Source: an optimization exercise on an open RTL-to-GDS flow (aim: small area, a short achievable clock period and few clock cycles per item). Production flows keep margins and buffers that such runs may drop. In this exercise RTL edits were held to simulation tests only and were not proved equivalent to the original.

Setup of run 1:
Design Convolution_without_pipeline, start of the top module:
module Convolution_without_pipeline(
    clk, rst_n, in_valid,
    In_IFM_1, In_IFM_2, In_IFM_3, In_IFM_4, In_IFM_5, In_IFM_6, In_IFM_7, In_IFM_8, In_IFM_9,
    In_Weight_1, In_Weight_2, In_Weight_3, In_Weight_4, In_Weight_5, In_Weight_6, In_Weight_7, In_Weight_8, In_Weight_9,
    out_valid, Out_OFM
    );
input clk, rst_n;
input in_valid;
input [7:0] In_IFM_1, In_IFM_2, In_IFM_3, In_IFM_4, In_IFM_5, In_IFM_6, In_IFM_7, In_IFM_8, In_IFM_9;
input [7:0] In_Weight_1, In_Weight_2, In_Weight_3, In_Weight_4, In_Weight_5, In_Weight_6, In_Weight_7, In_Weight_8, In_Weight_9;
output reg out_valid;
output [20:0] Out_OFM;
always @(posedge clk or negedge rst_n)
    if (!rst_n) out_valid <= 1'b0;
    else        out_valid <= in_valid;
wire c1, c10, c100, c101, c102, c103, c104, c105, c106, c107, c108, c109, c11, c110, c111, c112;
wire c113, c114, c115, c116, c117, c118, c119, c12, c120, c121, c122, c123, c124, c125, c126, c127;
wire c128, c129, c13, c130, c131, c132, c133, c134, c135, c136, c137, c138, c139, c14, c140, c141;
wire c142, c143, c144, c145, c146, c147, c148, c149, c15, c150, c151, c152, c153, c154, c155, c156;
wire c157, c158, c159, c16, c160, c161, c162, c163, c164, c165, c166, c167, c168, c169, c17, c170;
wire c171, c172, c173, c174, c175, c176, c177, c178, c179, c18, c180, c181, c182, c183, c184, c185;
wire c186, c187, c188, c189, c19, c190, c191, c192, c193, c194, c195, c196, c197, c198, c199, c2;
wire c20, c200, c201, c202, c203, c204, c205, c206, c207, c208, c209, c21, c210, c211, c212, c213;
wire c214, c215, c216, c217, c218, c219, c22, c220, c221, c222, c223, c224, c225, c226, c227, c228;
wire c229, c23, c230, c231, c232, c233, c234, c235, c236, c237, c238, c239, c24, c240, c241, c242;
wire c243, c244, c245, c246, c247, c248, c249, c25, c250, c251, c252, c253, c254, c255, c256, c257;
wire c258, c259, c26, c260, c261, c262, c263, c264, c265, c266, c267, c268, c269, c27, c270, c271;
wire c272, c273, c274, c275, c276, c277, c278, c279, c28, c280, c281, c282, c283, c284, c285, c286;
wire c287, c288, c289, c29, c290, c291, c292, c293, c294, c295, c296, c297, c298, c299, c3, c30;
wire c300, c301, c302, c303, c304, c305, c306, c307, c308, c309, c31, c310, c311, c312, c313, c314;
  ...
For scale: roughly 170 I/O pins.
Settings: LEC_CHECK=0, CAP_MARGIN=20, CORE_MARGIN=2, CORE_UTILIZATION=40, SETUP_SLACK_MARGIN=4.4, SLEW_MARGIN=20, SYNTH_HIERARCHICAL=1, SYNTH_MINIMUM_KEEP_SIZE=0; clock period 10.0 ns.
standard.sh (not shown) runs the stock make flow with config.mk's settings and CLKGATE_MAP_FILE= SYNTH_SCRIPT=/design/flow/synth_recipe.tcl, a recipe that flattens the netlist after the stock synthesis.
==> flow/flow/run.sh <==
#!/bin/bash
# Own flow: the standard flow (standard.sh) with its synthesis unchanged.
# The layout steps only differ in two ways:
#  * the delay cells (clkdlybuf4s*, dlygate*, dlymetal*) are not used, so the
#    port buffers and the resizer use ordinary buffers instead;
#  * buffer_ports uses buf_1 for the port buffers (the resizer upsizes those that need it).
set -euo pipefail
bash standard.sh synth > synth.log 2>&1
PLATFORM_DONT_USE="sky130_fd_sc_hd__probe_p_8 sky130_fd_sc_hd__probec_p_8 sky130_fd_sc_hd__lpflow_bleeder_1 sky130_fd_sc_hd__lpflow_clkbufkapwr_1 sky130_fd_sc_hd__lpflow_clkbufkapwr_16 sky130_fd_sc_hd__lpflow_clkbufkapwr_2 sky130_fd_sc_hd__lpflow_clkbufkapwr_4 sky130_fd_sc_hd__lpflow_clkbufkapwr_8 sky130_fd_sc_hd__lpflow_clkinvkapwr_1 sky130_fd_sc_hd__lpflow_clkinvkapwr_16 sky130_fd_sc_hd__lpflow_clkinvkapwr_2 sky130_fd_sc_hd__lpflow_clkinvkapwr_4 sky130_fd_sc_hd__lpflow_clkinvkapwr_8 sky130_fd_sc_hd__lpflow_decapkapwr_12 sky130_fd_sc_hd__lpflow_decapkapwr_3 sky130_fd_sc_hd__lpflow_decapkapwr_4 sky130_fd_sc_hd__lpflow_decapkapwr_6 sky130_fd_sc_hd__lpflow_decapkapwr_8 sky130_fd_sc_hd__lpflow_inputiso0n_1 sky130_fd_sc_hd__lpflow_inputiso0p_1 sky130_fd_sc_hd__lpflow_inputiso1n_1 sky130_fd_sc_hd__lpflow_inputiso1p_1 sky130_fd_sc_hd__lpflow_inputisolatch_1 sky130_fd_sc_hd__lpflow_isobufsrc_1 sky130_fd_sc_hd__lpflow_isobufsrc_16 sky130_fd_sc_hd__lpflow_isobufsrc_2 sky130_fd_sc_hd__lpflow_isobufsrc_4 sky130_fd_sc_hd__lpflow_isobufsrc_8 sky130_fd_sc_hd__lpflow_isobufsrckapwr_16 sky130_fd_sc_hd__lpflow_lsbuf_lh_hl_isowell_tap_1 sky130_fd_sc_hd__lpflow_lsbuf_lh_hl_isowell_tap_2 sky130_fd_sc_hd__lpflow_lsbuf_lh_hl_isowell_tap_4 sky130_fd_sc_hd__lpflow_lsbuf_lh_isowell_4 sky130_fd_sc_hd__lpflow_lsbuf_lh_isowell_tap_1 sky130_fd_sc_hd__lpflow_lsbuf_lh_isowell_tap_2 sky130_fd_sc_hd__lpflow_lsbuf_lh_isowell_tap_4"
DELAY_CELLS="sky130_fd_sc_hd__clkdlybuf4s15_1 sky130_fd_sc_hd__clkdlybuf4s15_2 sky130_fd_sc_hd__clkdlybuf4s18_1 sky130_fd_sc_hd__clkdlybuf4s18_2 sky130_fd_sc_hd__clkdlybuf4s25_1 sky130_fd_sc_hd__clkdlybuf4s25_2 sky130_fd_sc_hd__clkdlybuf4s50_1 sky130_fd_sc_hd__clkdlybuf4s50_2 sky130_fd_sc_hd__dlygate4sd1_1 sky130_fd_sc_hd__dlygate4sd2_1 sky130_fd_sc_hd__dlygate4sd3_1 sky130_fd_sc_hd__dlymetal6s2s_1 sky130_fd_sc_hd__dlymetal6s4s_1 sky130_fd_sc_hd__dlymetal6s6s_1"
bash standard.sh "DONT_USE_CELLS=$PLATFORM_DONT_USE $DELAY_CELLS" \
  "BUFFER_PORTS_ARGS=-buffer_cell sky130_fd_sc_hd__buf_1" finish > layout.log 2>&1
Run 1 reached the end of the flow, and the finished layout is clean on the timing, design-rule and antenna checks.
Testbench counts of run 1, summed over its fixed seeds: cycles 3,208, items 3,200.
Inputs modified between run 1 and run 2:
- a change of SETUP_SLACK_MARGIN from 4.4 to 4.5
- an added PLACE_DENSITY of 0.75
--- a/flow/flow/run.sh
+++ b/flow/flow/run.sh
@@ -4,5 +4,5 @@
 #  * the delay cells (clkdlybuf4s*, dlygate*, dlymetal*) are not used, so the
 #    port buffers and the resizer use ordinary buffers instead;
-#  * buffer_ports uses buf_1 for the port buffers (the resizer upsizes those that need it).
+#  * buffer_ports uses buf_2 for the port buffers.
 set -euo pipefail
 bash standard.sh synth > synth.log 2>&1
@@ -10,3 +10,3 @@
 DELAY_CELLS="sky130_fd_sc_hd__clkdlybuf4s15_1 sky130_fd_sc_hd__clkdlybuf4s15_2 sky130_fd_sc_hd__clkdlybuf4s18_1 sky130_fd_sc_hd__clkdlybuf4s18_2 sky130_fd_sc_hd__clkdlybuf4s25_1 sky130_fd_sc_hd__clkdlybuf4s25_2 sky130_fd_sc_hd__clkdlybuf4s50_1 sky130_fd_sc_hd__clkdlybuf4s50_2 sky130_fd_sc_hd__dlygate4sd1_1 sky130_fd_sc_hd__dlygate4sd2_1 sky130_fd_sc_hd__dlygate4sd3_1 sky130_fd_sc_hd__dlymetal6s2s_1 sky130_fd_sc_hd__dlymetal6s4s_1 sky130_fd_sc_hd__dlymetal6s6s_1"
 bash standard.sh "DONT_USE_CELLS=$PLATFORM_DONT_USE $DELAY_CELLS" \
-  "BUFFER_PORTS_ARGS=-buffer_cell sky130_fd_sc_hd__buf_1" finish > layout.log 2>&1
+  "BUFFER_PORTS_ARGS=-buffer_cell sky130_fd_sc_hd__buf_2" finish > layout.log 2>&1
## What came out
- Relative to run 1, the final critical path time including I/O delays and setup of run 2 is higher by 0.073 ns.
- Run comparison: run 1 uppermost metal layer occupied by signal nets met5; run 2 uppermost metal layer occupied by signal nets met4
- Run 2 against run 1: proportion of synthesized chip area in sequential cells flat; wire length down about 0.8%; layout buffering overhead excluding clock cells up 0.92 points.
- Run 2 reports a higher number of non-clock buffers in the layout than run 1 does.
Input-level comparison between run 3 and run 2:
- a deleted PLACE_DENSITY that had been 0.75
- a change of SETUP_SLACK_MARGIN from 4.5 to 4.3
### Flow results
Run 3: no failed stages, no open violations at the end. Between run 3 and run 2, the met2 routing resource usage after global routing is higher for run 3. Going from run 2 to run 3, design area shrank by a few percent. Of the two values seen for end of the critical path, Out_OFM[16] was produced by run 2 and Out_OFM[18] by run 3. Net total in the final layout in run 3 vs run 2: down 0.96%. Going from run 2 to run 3, the cell count was found to have gone down by 21.

[what the ideal ports hide]
How much do the figures lean on ideal ports? The routed layouts below were timed once more, with nothing changed but the port constraints.
Step 1 (the two cells are an assumption about what drives the block):
set clk [get_ports {clk}]
set_driving_cell -lib_cell sky130_fd_sc_hd__clkbuf_16 $clk
set_driving_cell -lib_cell sky130_fd_sc_hd__buf_2 [delete_from_list [all_inputs] $clk]
Step 2 times the ports against the registers' clock, not the clock port: input delays grow and output delays shrink by t, the midpoint of the rising clock arrivals with the driver on.
Three values: ideal, step 1, step 2; two values: the first two.
run	t, ns	setup slack, ns	worst register clock-pin slew, ns
run 1	0.347	4.486 / 4.452 / 4.137	0.08 / 0.08
run 2	0.361	4.414 / 4.366 / 4.183	0.08 / 0.08
run 3	0.345	4.383 / 4.336 / 4.085	0.07 / 0.07
After both steps setup and hold are still met in every run listed. The setup slack of run 1, which loses most, moves by -0.034 ns with the drivers and by -0.349 ns with both steps.
